This design comes from an exercise in tuning for small area and a short achievable clock period on the open sky130 flow, not from production work. RTL that was checked went through simulation tests only; none was proved equivalent to the original. No activity file was given, so power comes from the tool's default toggle rates.

==> v39: inputs <==
Design riscv_singlecycle, start of the top module:
module riscv_singlecycle
(
    input  logic        clk_i,          
    input  logic        rstn_i,         
    output logic [31:0] imem_addr_o,    
    input  logic [31:0] imem_rdata_i,   
    output logic [31:0] dmem_addr_o,    
    output logic [31:0] dmem_wdata_o,   
    output logic [3:0]  dmem_we_o,      
    input  logic [31:0] dmem_rdata_i,   
    output logic        rd_we_o,        
    output logic [4:0]  rd_addr_o,      
    output logic [31:0] rd_data_o       
);
==> flow/config.mk <==
export PLATFORM = sky130hd
export DESIGN_NAME = riscv_singlecycle
export DESIGN_NICKNAME = riscv_singlecycle
export VERILOG_FILES = /design/flow/design.v
export SDC_FILE = /design/flow/constraint.sdc
export NUM_CORES = 4
export LEC_CHECK = 0
export CAP_MARGIN = 20
export CORE_MARGIN = 2
export CORE_UTILIZATION = 45
export SLEW_MARGIN = 20
export SYNTH_HIERARCHICAL = 1
export SYNTH_MINIMUM_KEEP_SIZE = 0
==> flow/constraint.sdc <==
create_clock -name core_clock -period 40.0 [get_ports {clk_i}]
set_input_delay 8.0000 -clock core_clock [delete_from_list [all_inputs] [get_ports {clk_i}]]
set_output_delay 8.0000 -clock core_clock [all_outputs]
set_load 0.01 [all_outputs]
run.sh (not shown) runs the stock make flow with config.mk's settings and CLKGATE_MAP_FILE= SYNTH_SCRIPT=/design/flow/synth_recipe.tcl, a recipe that flattens the netlist after the stock synthesis.
==> inputs of v24, as changes to v39 <==
--- a/flow/design.v
+++ b/flow/design.v
@@ -55,38 +55,14 @@
 assign y = a ^ b;
 endmodule
 module adder_module
 (
     input  logic [31:0] pc,
-    input  logic [12:1] off,
+    input  logic [31:0] off,
     output logic [31:0] target
 );
-logic [13:1] c;
-logic [18:0] hi, hi_inc, hi_dec;
-logic [19:0] ai, ad;
-always_comb begin
-    target[0] = pc[0];
-    c[1] = 1'b0;
-    for (int i = 1; i < 13; i++) begin
-        target[i] = pc[i] ^ off[i] ^ c[i];
-        c[i+1]    = (pc[i] & off[i]) | (c[i] & (pc[i] ^ off[i]));
-    end
-    hi = pc[31:13];
-    ai[0] = 1'b1;
-    ad[0] = 1'b1;
-    for (int i = 0; i < 19; i++) begin
-        hi_inc[i] = hi[i] ^ ai[i];
-        hi_dec[i] = hi[i] ^ ad[i];
-        ai[i+1] = ai[i] & hi[i];
-        ad[i+1] = ad[i] & ~hi[i];
-    end
-    case ({c[13], off[12]})
-        2'b10:   target[31:13] = hi_inc;
-        2'b01:   target[31:13] = hi_dec;
-        default: target[31:13] = hi;
-    endcase
-end
+assign target = pc + off;
 endmodule
 module Barrel_shift
 (
     input  logic [31:0] X,
     input  logic [4:0]  shamt,
@@ -201,10 +177,11 @@
     input  logic        sub,       
     input  logic        rev,       
     input  logic        arith,     
     input  logic        pop,       
     input  logic        s_sum, s_sl, s_sr, s_cnt, s_slt, s_sltu, s_xor, s_or, s_and,
+    input  logic [31:0] E,         
     output logic [31:0] Sum,
     output logic        Ltu, Lt, Eq,
     output logic [31:0] F
 );
 logic [33:0] s;
@@ -220,31 +197,34 @@
 Barrel_shift shifter (.X(ar), .shamt(B[4:0]), .fill(arith & A[31]), .o(sh));
 Count_Unit   counter (.X(ar), .A(A), .pop(pop), .out(cnt));
 always_comb begin
     for (int i = 0; i < 32; i++)
         F[i] = (s_sum & Sum[i]) | (s_sl & sh[31-i]) | (s_sr & sh[i]) |
-               (s_xor & x[i]) | (s_or & (A[i] | B[i])) | (s_and & A[i] & B[i]);
+               (s_xor & x[i]) | (s_or & (A[i] | B[i])) | (s_and & A[i] & B[i]) | E[i];
     F[0]   = F[0] | (s_slt & Lt) | (s_sltu & Ltu);
     F[5:0] = F[5:0] | ({6{s_cnt}} & cnt);
 end
 endmodule
 module Extend
 (
     input  logic [31:0] Instr,
-    output logic [31:0] ImmExt
+    output logic [31:0] ImmExt,
+    output logic [31:0] PcImm
 );
 logic b6, b5, b4, b3, b2;
 assign {b6, b5, b4, b3, b2} = Instr[6:2];
 always_comb begin
-    if (b4 & b2 & ~b6)                            
-        ImmExt = {Instr[31:12], 12'b0};
-    else if (b3)                                  
-        ImmExt = {{12{Instr[31]}}, Instr[19:12], Instr[20], Instr[30:21], 1'b0};
-    else if (b5 & ~b4 & ~b6)                      
+    if (b5 & ~b4 & ~b6)                           
         ImmExt = {{20{Instr[31]}}, Instr[31:25], Instr[11:7]};
     else                                          
         ImmExt = {{20{Instr[31]}}, Instr[31:20]};
+    if (~b6)                                      
+        PcImm = {Instr[31:12], 12'b0};
+    else if (b3)                                  
+        PcImm = {{12{Instr[31]}}, Instr[19:12], Instr[20], Instr[30:21], 1'b0};
+    else                                          
+        PcImm = {{20{Instr[31]}}, Instr[7], Instr[30:25], Instr[11:8], 1'b0};
 end
 endmodule
 module PC
 (
     input  logic        CLK,
@@ -262,13 +242,10 @@
     input  logic        clk,
     input  logic        reset,
     input  logic [4:0]  A1, A2, A3,
     input  logic        WE3,
     input  logic [31:0] WD3,
-    input  logic        use1,      
-    input  logic        pcsel,     
-    input  logic [31:0] PC,
     output logic [31:0] RD1, RD2
 );
 logic [31:1][31:0] file;
 logic [31:1]       valid;
 logic [31:1]       wsel, sel1, sel2;
@@ -279,11 +256,11 @@
         lo1[j] = (A1[1:0] == 2'(j));
         lo2[j] = (A2[1:0] == 2'(j));
         low[j] = (A3[1:0] == 2'(j));
     end
     for (int k = 0; k < 8; k++) begin
-        hi1[k] = use1 && (A1[4:2] == 3'(k));
+        hi1[k] = (A1[4:2] == 3'(k));
         hi2[k] = (A2[4:2] == 3'(k));
         hiw[k] = WE3 && (A3[4:2] == 3'(k));
     end
     for (int i = 1; i < 32; i++) begin
         wsel[i] = hiw[i/4] && low[i%4];
@@ -308,11 +285,11 @@
             oai21  m (.a1(wsel_n[r]), .a2(wd_n[b]), .b1(hold_n[r][b]), .y(nxt[r][b]));
         end
     end
 endgenerate
 always_ff @(posedge clk) file <= nxt;
-RF_read #(.EXTRA(1)) rp1 (.sel(sel1), .file(file), .xsel(pcsel), .x(PC), .rd(RD1));
+RF_read #(.EXTRA(0)) rp1 (.sel(sel1), .file(file), .xsel(1'b0), .x(32'b0), .rd(RD1));
 RF_read #(.EXTRA(0)) rp2 (.sel(sel2), .file(file), .xsel(1'b0), .x(32'b0), .rd(RD2));
 endmodule
 module RF_read
 #(
     parameter EXTRA = 0
@@ -358,11 +335,11 @@
     input  logic [31:0] dmem_rdata_i,   
     output logic        rd_we_o,        
     output logic [4:0]  rd_addr_o,      
     output logic [31:0] rd_data_o       
 );
-logic [31:0] instr, pc, pc_next, pc4, btgt, imm, rs1, rs2, srcb, sum, alu_f, ldata, result;
+logic [31:0] instr, pc, pc_next, pc4, ptgt, pimm, early, imm, rs1, rs2, srcb, sum, alu_f, ldata, result;
 logic [2:0]  f3;
 logic b6, b5, b4, b3, b2, i30;
 logic is_alu, is_op, is_branch, is_jump, is_jal, is_store, is_load, is_upper, is_auipc;
 logic reg_write, use_rs2, sub, ltu, lt, eq, taken, f3is0, f3is1;
 assign instr = imem_rdata_i;
@@ -381,24 +358,24 @@
 assign reg_write = ~(is_store | is_branch);
 assign use_rs2   = is_op | is_branch;
 assign f3is0     = (f3 == 3'b000);
 assign f3is1     = (f3 == 3'b001);
 assign sub = is_branch | (is_alu & ((f3[1] & ~f3[2]) | (f3is0 & i30 & b5)));
-Extend imm_gen (.Instr(instr), .ImmExt(imm));
+Extend imm_gen (.Instr(instr), .ImmExt(imm), .PcImm(pimm));
 PC pc_reg (.CLK(clk_i), .reset(rstn_i), .PCNext(pc_next), .PC(pc));
 Register_File rf (.clk(clk_i), .reset(rstn_i), .A1(instr[19:15]), .A2(instr[24:20]), .A3(instr[11:7]),
-    .WE3(reg_write), .WD3(result), .use1(~(is_upper | is_jal)), .pcsel(is_auipc | is_jal), .PC(pc),
-    .RD1(rs1), .RD2(rs2));
+    .WE3(reg_write), .WD3(result), .RD1(rs1), .RD2(rs2));
 assign srcb = use_rs2 ? rs2 : imm;
 ALU alu (.A(rs1), .B(srcb), .sub(sub),
     .rev(~f3[2] & ~(i30 & instr[20])), .arith(i30), .pop(instr[21]),
-    .s_sum(is_upper | (is_alu & f3is0)),
+    .s_sum(is_alu & f3is0),
     .s_sl(is_alu & f3is1 & ~i30), .s_sr(is_alu & (f3 == 3'b101)), .s_cnt(is_alu & f3is1 & i30),
     .s_slt(is_alu & (f3 == 3'b010)), .s_sltu(is_alu & (f3 == 3'b011)),
     .s_xor(is_alu & (f3 == 3'b100)), .s_or(is_alu & (f3 == 3'b110)), .s_and(is_alu & (f3 == 3'b111)),
+    .E(early),
     .Sum(sum), .Ltu(ltu), .Lt(lt), .Eq(eq), .F(alu_f));
-adder_module btgt_add (.pc(pc), .off({instr[31], instr[7], instr[30:25], instr[11:8]}), .target(btgt));
+adder_module pc_add (.pc(pc), .off(pimm), .target(ptgt));
 assign pc4 = {pc[31:2] + 30'd1, pc[1:0]};
 always_comb begin
     ldata[7:0]   = dmem_rdata_i[7:0];
     ldata[15:8]  = (f3[1:0] == 2'b00) ? {8{~f3[2] & dmem_rdata_i[7]}} : dmem_rdata_i[15:8];
     ldata[31:16] = f3[1] ? dmem_rdata_i[31:16] :
@@ -409,14 +386,16 @@
         2'b00:   taken = eq ^ f3[0];
         2'b10:   taken = lt ^ f3[0];
         default: taken = ltu ^ f3[0];
     endcase
 end
-assign result = alu_f | ({32{is_load}} & ldata) | ({32{is_jump}} & pc4);
+assign early  = ({32{is_load}} & ldata) | ({32{is_jump}} & pc4) |
+                ({32{is_upper}} & (is_auipc ? ptgt : pimm));
+assign result = alu_f;
 always_comb begin
-    if (is_jump)                  pc_next = sum;      
-    else if (is_branch & taken)   pc_next = btgt;
+    if (is_jump & ~is_jal)                 pc_next = sum;      
+    else if (is_jal | (is_branch & taken)) pc_next = ptgt;     
     else                          pc_next = pc4;
 end
 assign imem_addr_o  = pc;
 assign dmem_addr_o  = sum;
 assign dmem_wdata_o = rs2;
==> flow/flow/run.sh (new file) <==
#!/bin/bash
# Layout flow: the standard ORFS flow (standard.sh, all steps) with
# these changes to how the layout is built:
#  - the port buffers are buf_2 cells rather than the default pick, a slow
#    delay cell (timing repair may size them up);
#  - timing repair (floorplan, CTS and global-route steps) aims at a setup
#    slack margin, so the critical paths get sized and buffered although the
#    40 ns clock is met by a wide margin;
#  - clock tree: larger sink clusters and no dummy loads, which needs far
#    fewer clock buffers (flip-flop clock slew stays under the limit).
# Each tool's full output is in orfs/logs/...; this script's in standard.log.
set -euo pipefail
MARGIN=$(cat flow/margin.txt)
bash standard.sh \
    "BUFFER_PORTS_ARGS=-buffer_cell sky130_fd_sc_hd__buf_2" \
    "SETUP_SLACK_MARGIN=${MARGIN}" \
    "CTS_ARGS=-sink_clustering_enable -repair_clock_nets -dont_use_dummy_load -sink_clustering_size 30 -sink_clustering_max_diameter 80" \
    finish > standard.log 2>&1
==> flow/flow/margin.txt (new file) <==
18.5
==> flow/standard.sh (new file) <==
#!/bin/bash
# synth_recipe.tcl (not shown) runs the flow's synth.tcl, then flattens the netlist and writes it again
# the make line also repeats each setting of config.mk as NAME=value (left out here)
make -C /OpenROAD-flow-scripts/flow DESIGN_CONFIG=/design/flow/config.mk WORK_HOME=/design/flow/orfs CLKGATE_MAP_FILE= SYNTH_SCRIPT=/design/flow/synth_recipe.tcl "${@:-finish}"
CORE_UTILIZATION = 40   (was 45)
PLACE_DENSITY = 0.5   (was unset)
removed: flow/run.sh
==> run notes <==
- Hold_sp: rf.file[433]$_DFF_P_
- Kind of cell with the highest combined delay on the critical path: compound AO/OA/AOI/OAI gates
- Clock transition at the register clock pins on the worst setup and hold paths after CTS: 0.07 ns
- Largest voltage drop on the vdd net: 48.9 uV
- Cts repair resizes: 299
- Run status: finished clean
- Worst slew pin tran: 1.13 ns
- Non-clock buffer area fraction after layout: 6.99%
Source of the figures above: v24

==> run notes <==
- Die area: 118,000 um^2
- Largest voltage drop on the vdd net: 79.9 uV
- Run status: finished clean
- Routed met2 length: 107,000 um
- Hold_sp: rf.file[422]$_DFF_P_
- Relative contribution of sequential cells to total power: 37.7%
- Clock transition at the register clock pins on the worst setup and hold paths after CTS: 0.05 ns
- Cts repair resizes: 0
- Non-clock buffer area fraction after layout: 5.45%
- Number of filler instances in the final layout: 11,100
- Worst slew pin tran: 1.24 ns
Source of the figures above: v39

Function not checked in v24: the RTL went through the layout flow alone.

==> run B: inputs <==
Another version of the RTL of riscv_singlecycle (not shown whole).
// riscv_singlecycle
module riscv_singlecycle
(
    input  logic        clk_i,          
    input  logic        rstn_i,         
    output logic [31:0] imem_addr_o,    
    input  logic [31:0] imem_rdata_i,   
    output logic [31:0] dmem_addr_o,    
    output logic [31:0] dmem_wdata_o,   
    output logic [3:0]  dmem_we_o,      
    input  logic [31:0] dmem_rdata_i,   
    output logic        rd_we_o,        
    output logic [4:0]  rd_addr_o,      
    output logic [31:0] rd_data_o       
);
==> module adder_module, before the edit <==
module adder_module
(
    input  logic [31:0] pc,
    input  logic [31:0] off,
    output logic [31:0] target
);
assign target = pc + off;
endmodule
==> module ALU, before the edit <==
module ALU
(
    input  logic [31:0] A, B,
    input  logic        sub,       
    input  logic        rev,       
    input  logic        arith,     
    input  logic        s_sum, s_sl, s_sr, s_pop, s_tz, s_slt, s_sltu, s_xor, s_or, s_and,
    input  logic [31:0] E,         
    output logic [31:0] Sum,
    output logic        Ltu, Lt, Eq,
    output logic [31:0] F
);
logic [33:0] s;
logic [31:0] x, ar, sh;
logic [5:0]  pc, tz;
logic [31:0] En, t1, t2, t3;
logic        t4, t5;
assign s   = {1'b0, A, 1'b1} + {1'b0, B ^ {32{sub}}, sub};
assign Sum = s[32:1];
assign Ltu = ~s[33];
assign Lt  = (A[31] ^ B[31]) ? A[31] : Ltu;
assign x   = A ^ B;
assign Eq  = ~|x;
always_comb for (int i = 0; i < 32; i++) ar[i] = rev ? A[31-i] : A[i];
Barrel_shift shifter (.X(ar), .shamt(B[4:0]), .fill(arith & A[31]), .o(sh));
Count_Unit   counter (.X(ar), .A(A), .pop(pc), .tz(tz));
assign En = ~E;
genvar i;
generate
    for (i = 0; i < 32; i++) begin : f
        logic o, n;
        assign o = A[i] | B[i];
        assign n = A[i] & B[i];
        aoi222 g1 (.a1(s_sum), .b1(Sum[i]), .a2(s_sl), .b2(sh[31-i]), .a3(s_sr), .b3(sh[i]), .y(t1[i]));
        aoi222 g2 (.a1(s_xor), .b1(x[i]), .a2(s_or), .b2(o), .a3(s_and), .b3(n), .y(t2[i]));
        if (i == 0) begin : b0
            aoi22 g3 (.a1(s_pop), .b1(pc[i]), .a2(s_tz), .b2(tz[i]), .y(t3[i]));
            aoi22 g4 (.a1(s_slt), .b1(Lt), .a2(s_sltu), .b2(Ltu), .y(t4));
            and2g g5 (.a(t4), .b(En[i]), .y(t5));
            nand4g g (.a(t1[i]), .b(t2[i]), .c(t3[i]), .d(t5), .y(F[i]));
        end else if (i < 6) begin : bc
            aoi22 g3 (.a1(s_pop), .b1(pc[i]), .a2(s_tz), .b2(tz[i]), .y(t3[i]));
            nand4g g (.a(t1[i]), .b(t2[i]), .c(t3[i]), .d(En[i]), .y(F[i]));
        end else begin : bo
            assign t3[i] = 1'b1;
            nand3g g (.a(t1[i]), .b(t2[i]), .c(En[i]), .y(F[i]));
        end
    end
endgenerate
endmodule
clock: 40.0 ns
lec_check: 0
cap_margin: 20
core_margin: 2
core_utilization: 40
place_density: 0.5
slew_margin: 20
synth_hierarchical: 1
synth_minimum_keep_size: 0
standard.sh (not shown) runs the stock make flow with config.mk's settings and CLKGATE_MAP_FILE= SYNTH_SCRIPT=/design/flow/synth_recipe.tcl, a recipe that flattens the netlist after the stock synthesis.
==> flow/flow/run.sh <==
#!/bin/bash
# Layout flow: the standard ORFS flow (standard.sh, all steps) with
# these changes to how the layout is built:
#  - the port buffers are buf_2 cells rather than the default pick, a slow
#    delay cell (timing repair may size them up);
#  - timing repair (floorplan, CTS and global-route steps) aims at a setup
#    slack margin, so the critical paths get sized and buffered although the
#    40 ns clock is met by a wide margin;
#  - clock tree: larger sink clusters and no dummy loads, which needs far
#    fewer clock buffers (flip-flop clock slew stays under the limit).
# Each tool's full output is in orfs/logs/...; this script's in standard.log.
set -euo pipefail
MARGIN=$(cat flow/margin.txt)
bash standard.sh \
    "BUFFER_PORTS_ARGS=-buffer_cell sky130_fd_sc_hd__buf_2" \
    "SETUP_SLACK_MARGIN=${MARGIN}" \
    "CTS_ARGS=-sink_clustering_enable -repair_clock_nets -dont_use_dummy_load -sink_clustering_size 30 -sink_clustering_max_diameter 80" \
    finish > standard.log 2>&1
==> flow/flow/margin.txt <==
18.5
==> run E (differences from run B) <==
--- a/flow/design.v
+++ b/flow/design.v
@@ -69,3 +69,22 @@
 );
-assign target = pc + off;
+logic [31:0] p, g, gg, pp;
+assign p = pc ^ off;
+assign g = pc & off;
+always_comb begin
+    gg = g;
+    pp = p;
+    for (int l = 0; l < 5; l++)
+        for (int i = 0; i < 32; i++)
+            if (((i + 1) % (2 << l)) == 0) begin
+                gg[i] = gg[i] | (pp[i] & gg[i - (1 << l)]);
+                pp[i] = pp[i] & pp[i - (1 << l)];
+            end
+    for (int l = 3; l >= 0; l--)
+        for (int i = 0; i < 32; i++)
+            if (((i + 1) % (2 << l)) == (1 << l) && i >= (2 << l)) begin
+                gg[i] = gg[i] | (pp[i] & gg[i - (1 << l)]);
+                pp[i] = pp[i] & pp[i - (1 << l)];
+            end
+end
+assign target = p ^ {gg[30:0], 1'b0};
 endmodule
@@ -192,16 +211,34 @@
     output logic [31:0] Sum,
-    output logic        Ltu, Lt, Eq,
+    output logic        Ltu, Lt, Eq,     
     output logic [31:0] F
 );
-logic [33:0] s;
-logic [31:0] x, ar, sh;
+logic [31:0] bx, p, g, c, x, o, n, ar, sh;
+logic [31:0] gs, ps;      
 logic [5:0]  pc, tz;
-logic [31:0] En, t1, t2, t3;
-logic        t4, t5;
-assign s   = {1'b0, A, 1'b1} + {1'b0, B ^ {32{sub}}, sub};
-assign Sum = s[32:1];
-assign Ltu = ~s[33];
+logic [31:0] En;
+assign bx = B ^ {32{sub}};
+assign p  = A ^ bx;
+assign g  = A & bx;
+always_comb begin
+    logic [31:0] gg, pp;
+    gg = g;
+    pp = p;
+    gg[0] = g[0] | (p[0] & sub);
+    for (int l = 0; l < 5; l++)
+        for (int i = 0; i < 32; i++)
+            if (((i >> l) & 1) == 1) begin
+                gg[i] = gg[i] | (pp[i] & gg[((i >> l) << l) - 1]);
+                pp[i] = pp[i] & pp[((i >> l) << l) - 1];
+            end
+    gs = gg;
+    ps = pp;
+end
+assign c   = {gs[30:0], sub};
+assign Sum = p ^ c;
+assign Ltu = ~gs[31];
 assign Lt  = (A[31] ^ B[31]) ? A[31] : Ltu;
-assign x   = A ^ B;
-assign Eq  = ~|x;
+assign x   = p;                  
+assign o   = p | g;              
+assign n   = g;                  
+assign Eq  = &p;                 
 always_comb for (int i = 0; i < 32; i++) ar[i] = rev ? A[31-i] : A[i];
@@ -209,2 +246,3 @@
 Count_Unit   counter (.X(ar), .A(A), .pop(pc), .tz(tz));
+logic [31:0] u1, u2, u3, u4, tl;
 assign En = ~E;
@@ -213,18 +251,17 @@
     for (i = 0; i < 32; i++) begin : f
-        logic o, n;
-        assign o = A[i] | B[i];
-        assign n = A[i] & B[i];
-        aoi222 g1 (.a1(s_sum), .b1(Sum[i]), .a2(s_sl), .b2(sh[31-i]), .a3(s_sr), .b3(sh[i]), .y(t1[i]));
-        aoi222 g2 (.a1(s_xor), .b1(x[i]), .a2(s_or), .b2(o), .a3(s_and), .b3(n), .y(t2[i]));
+        assign tl[i] = ~((s_xor & x[i]) | (s_or & o[i]) | (s_and & n[i]));
+        assign u4[i] = tl[i] & En[i];
+        aoi22 g1 (.a1(s_sum), .b1(Sum[i]), .a2(s_sl), .b2(sh[31-i]), .y(u1[i]));
         if (i == 0) begin : b0
-            aoi22 g3 (.a1(s_pop), .b1(pc[i]), .a2(s_tz), .b2(tz[i]), .y(t3[i]));
-            aoi22 g4 (.a1(s_slt), .b1(Lt), .a2(s_sltu), .b2(Ltu), .y(t4));
-            and2g g5 (.a(t4), .b(En[i]), .y(t5));
-            nand4g g (.a(t1[i]), .b(t2[i]), .c(t3[i]), .d(t5), .y(F[i]));
+            aoi22  g2 (.a1(s_sr), .b1(sh[i]), .a2(s_pop), .b2(pc[i]), .y(u2[i]));
+            aoi222 g3 (.a1(s_tz), .b1(tz[i]), .a2(s_slt), .b2(Lt), .a3(s_sltu), .b3(Ltu), .y(u3[i]));
+            nand4g g  (.a(u1[i]), .b(u2[i]), .c(u3[i]), .d(u4[i]), .y(F[i]));
         end else if (i < 6) begin : bc
-            aoi22 g3 (.a1(s_pop), .b1(pc[i]), .a2(s_tz), .b2(tz[i]), .y(t3[i]));
-            nand4g g (.a(t1[i]), .b(t2[i]), .c(t3[i]), .d(En[i]), .y(F[i]));
+            aoi22  g2 (.a1(s_sr), .b1(sh[i]), .a2(s_pop), .b2(pc[i]), .y(u2[i]));
+            nand2g g3 (.a(s_tz), .b(tz[i]), .y(u3[i]));
+            nand4g g  (.a(u1[i]), .b(u2[i]), .c(u3[i]), .d(u4[i]), .y(F[i]));
         end else begin : bo
-            assign t3[i] = 1'b1;
-            nand3g g (.a(t1[i]), .b(t2[i]), .c(En[i]), .y(F[i]));
+            nand2g g2 (.a(s_sr), .b(sh[i]), .y(u2[i]));
+            assign u3[i] = 1'b1;
+            nand3g g  (.a(u1[i]), .b(u2[i]), .c(u4[i]), .y(F[i]));
         end
==> flow/flow/run.sh (replaced) <==
#!/bin/bash
# Layout flow: the standard ORFS flow (standard.sh, all steps) with
# these changes to how the layout is built:
#  - the port buffers are buf_2 cells rather than the default pick, a slow
#    delay cell (timing repair may size them up);
#  - timing repair aims at a setup slack margin, so the critical paths get
#    sized and buffered although the 40 ns clock is met by a wide margin:
#    margin.txt holds the margin for the steps up to CTS and the one for
#    the global-route step (where repair buys less per unit of area);
#  - clock tree: larger sink clusters and no dummy loads, which needs far
#    fewer clock buffers (flip-flop clock slew stays under the limit).
# Each tool's full output is in orfs/logs/...; this script's in
# standard_cts.log and standard_finish.log.
set -euo pipefail
read -r M_CTS M_GRT < flow/margin.txt
ARGS=(
    "BUFFER_PORTS_ARGS=-buffer_cell sky130_fd_sc_hd__buf_2"
    "CTS_ARGS=-sink_clustering_enable -repair_clock_nets -dont_use_dummy_load -sink_clustering_size 28 -sink_clustering_max_diameter 70"
)
bash standard.sh "${ARGS[@]}" "SETUP_SLACK_MARGIN=${M_CTS}" cts > standard_cts.log 2>&1
bash standard.sh "${ARGS[@]}" "SETUP_SLACK_MARGIN=${M_GRT}" finish > standard_finish.log 2>&1
==> flow/flow/margin.txt (replaced) <==
18.3 18.1
Settings changed: CAP_MARGIN 20 to 0, CORE_UTILIZATION 40 to 45, PLACE_DENSITY 0.5 to 0.65, SLEW_MARGIN 20 to 0.
==> summary of the runs <==
- In run B the synthesized cell count is higher than in run E, by about 3.4%.
- In run E the final cell count is lower than in run B, by 7.7%.
- Against run B, the critical path depth of run E is lower by 7.
- Design area: run B is larger than run E (about 9%).
- Between run E and run B, the lower worst hold slack is in run E (gap 0.0027 ns).
- In run E the clock power is larger than in run B, by 7.8%.
- Against run E, the sequential share of layout area of run B is lower by 3.0 points.
- Between run E and run B, the lower non-clock buffer count is in run E (gap 226).
- Against run B, the die area of run E is smaller by about 13%.
- Between run B and run E, the lower area after synthesis is in run E (gap 2.4%, measured against run E).
- Of run E and run B, run B has the higher register-to-register slack (gap 0.24 ns).
==> figures <==
| quantity | run B | run E |
|---|---|---|
| Outcome | no timing/DRC/antenna violations | no timing/DRC/antenna violations |
| Count of yosys warnings during synthesis | 16 | 17 |
| Deepest level of the CTS H-tree | 2 | 3 |
| Via density per instance | 6.72 | 6.96 |
| Slew HR | 0.285 | 0.154 |
| Via count | 55800 | 53400 |
| Reported combinational group power | 1530 uW | 1280 uW |
| Achievable frequency | 45.8 MHz | 45.4 MHz |
| Worst-case reg-to-reg path depth | 22 | 21 |
| Met1 Use GR | 0.511 | 0.487 |
| Met2 Wirelength | 119000 um | 99100 um |
| Part of the power in the clock network | 0.166 | 0.190 |
| Crit path largest cell delay | 0.74 ns | 0.94 ns |
| Synth Instances | 6080 | 5881 |
| Final area over synthesized area | 1.188x | 1.117x |
| Count of cell instances traversed by the critical path | 22 | 15 |
| Worst Hold Path EP | rf.valid[31] | rf.file[189] |
| Fin Hold WS | 0.465 ns | 0.463 ns |
| Mean routed wirelength per cell | 33.6 um | 31.7 um |
| Int Power | 2160 uW | 2080 uW |
| Count of routing violations after the opening detailed-route iteration | 11200 | 10600 |
| Width of the die | 369 um | 344 um |
| Synthesized area per cell | 8.75 sq um | 8.84 sq um |

static timing again, ports no longer ideal:
The flow's constraints put no driver on any port. The routed layouts listed below were extracted and timed again, unchanged, in two steps. Step 1 assumes that a clkbuf_16 drives the clock port and a buf_2 every other input. Step 2 adds t to the input delays and takes it off the output delays; t is the mean of the earliest and latest rising clock arrival at the registers after step 1. Input paths then give back, and output paths get back, about the clock's delay inside the block. Three values: ideal, step 1, step 2; two values: the first two.
run	t (ns)	slack for setup (ns)	clock arrival spread, ns	pins driven straight from the clock port
v39	0.794	14.026 / 13.995 / 13.995	0.051 / 0.051	1
v24	0.768	18.154 / 18.027 / 18.027	0.114 / 0.113	1
run B	0.752	18.170 / 17.992 / 17.992	0.128 / 0.129	1
run E	0.731	17.962 / 17.917 / 17.917	0.095 / 0.095	1
After both steps every run listed still meets setup and hold. The setup slack of run B, which loses most, moves by -0.178 ns with the drivers and by -0.178 ns with both steps.
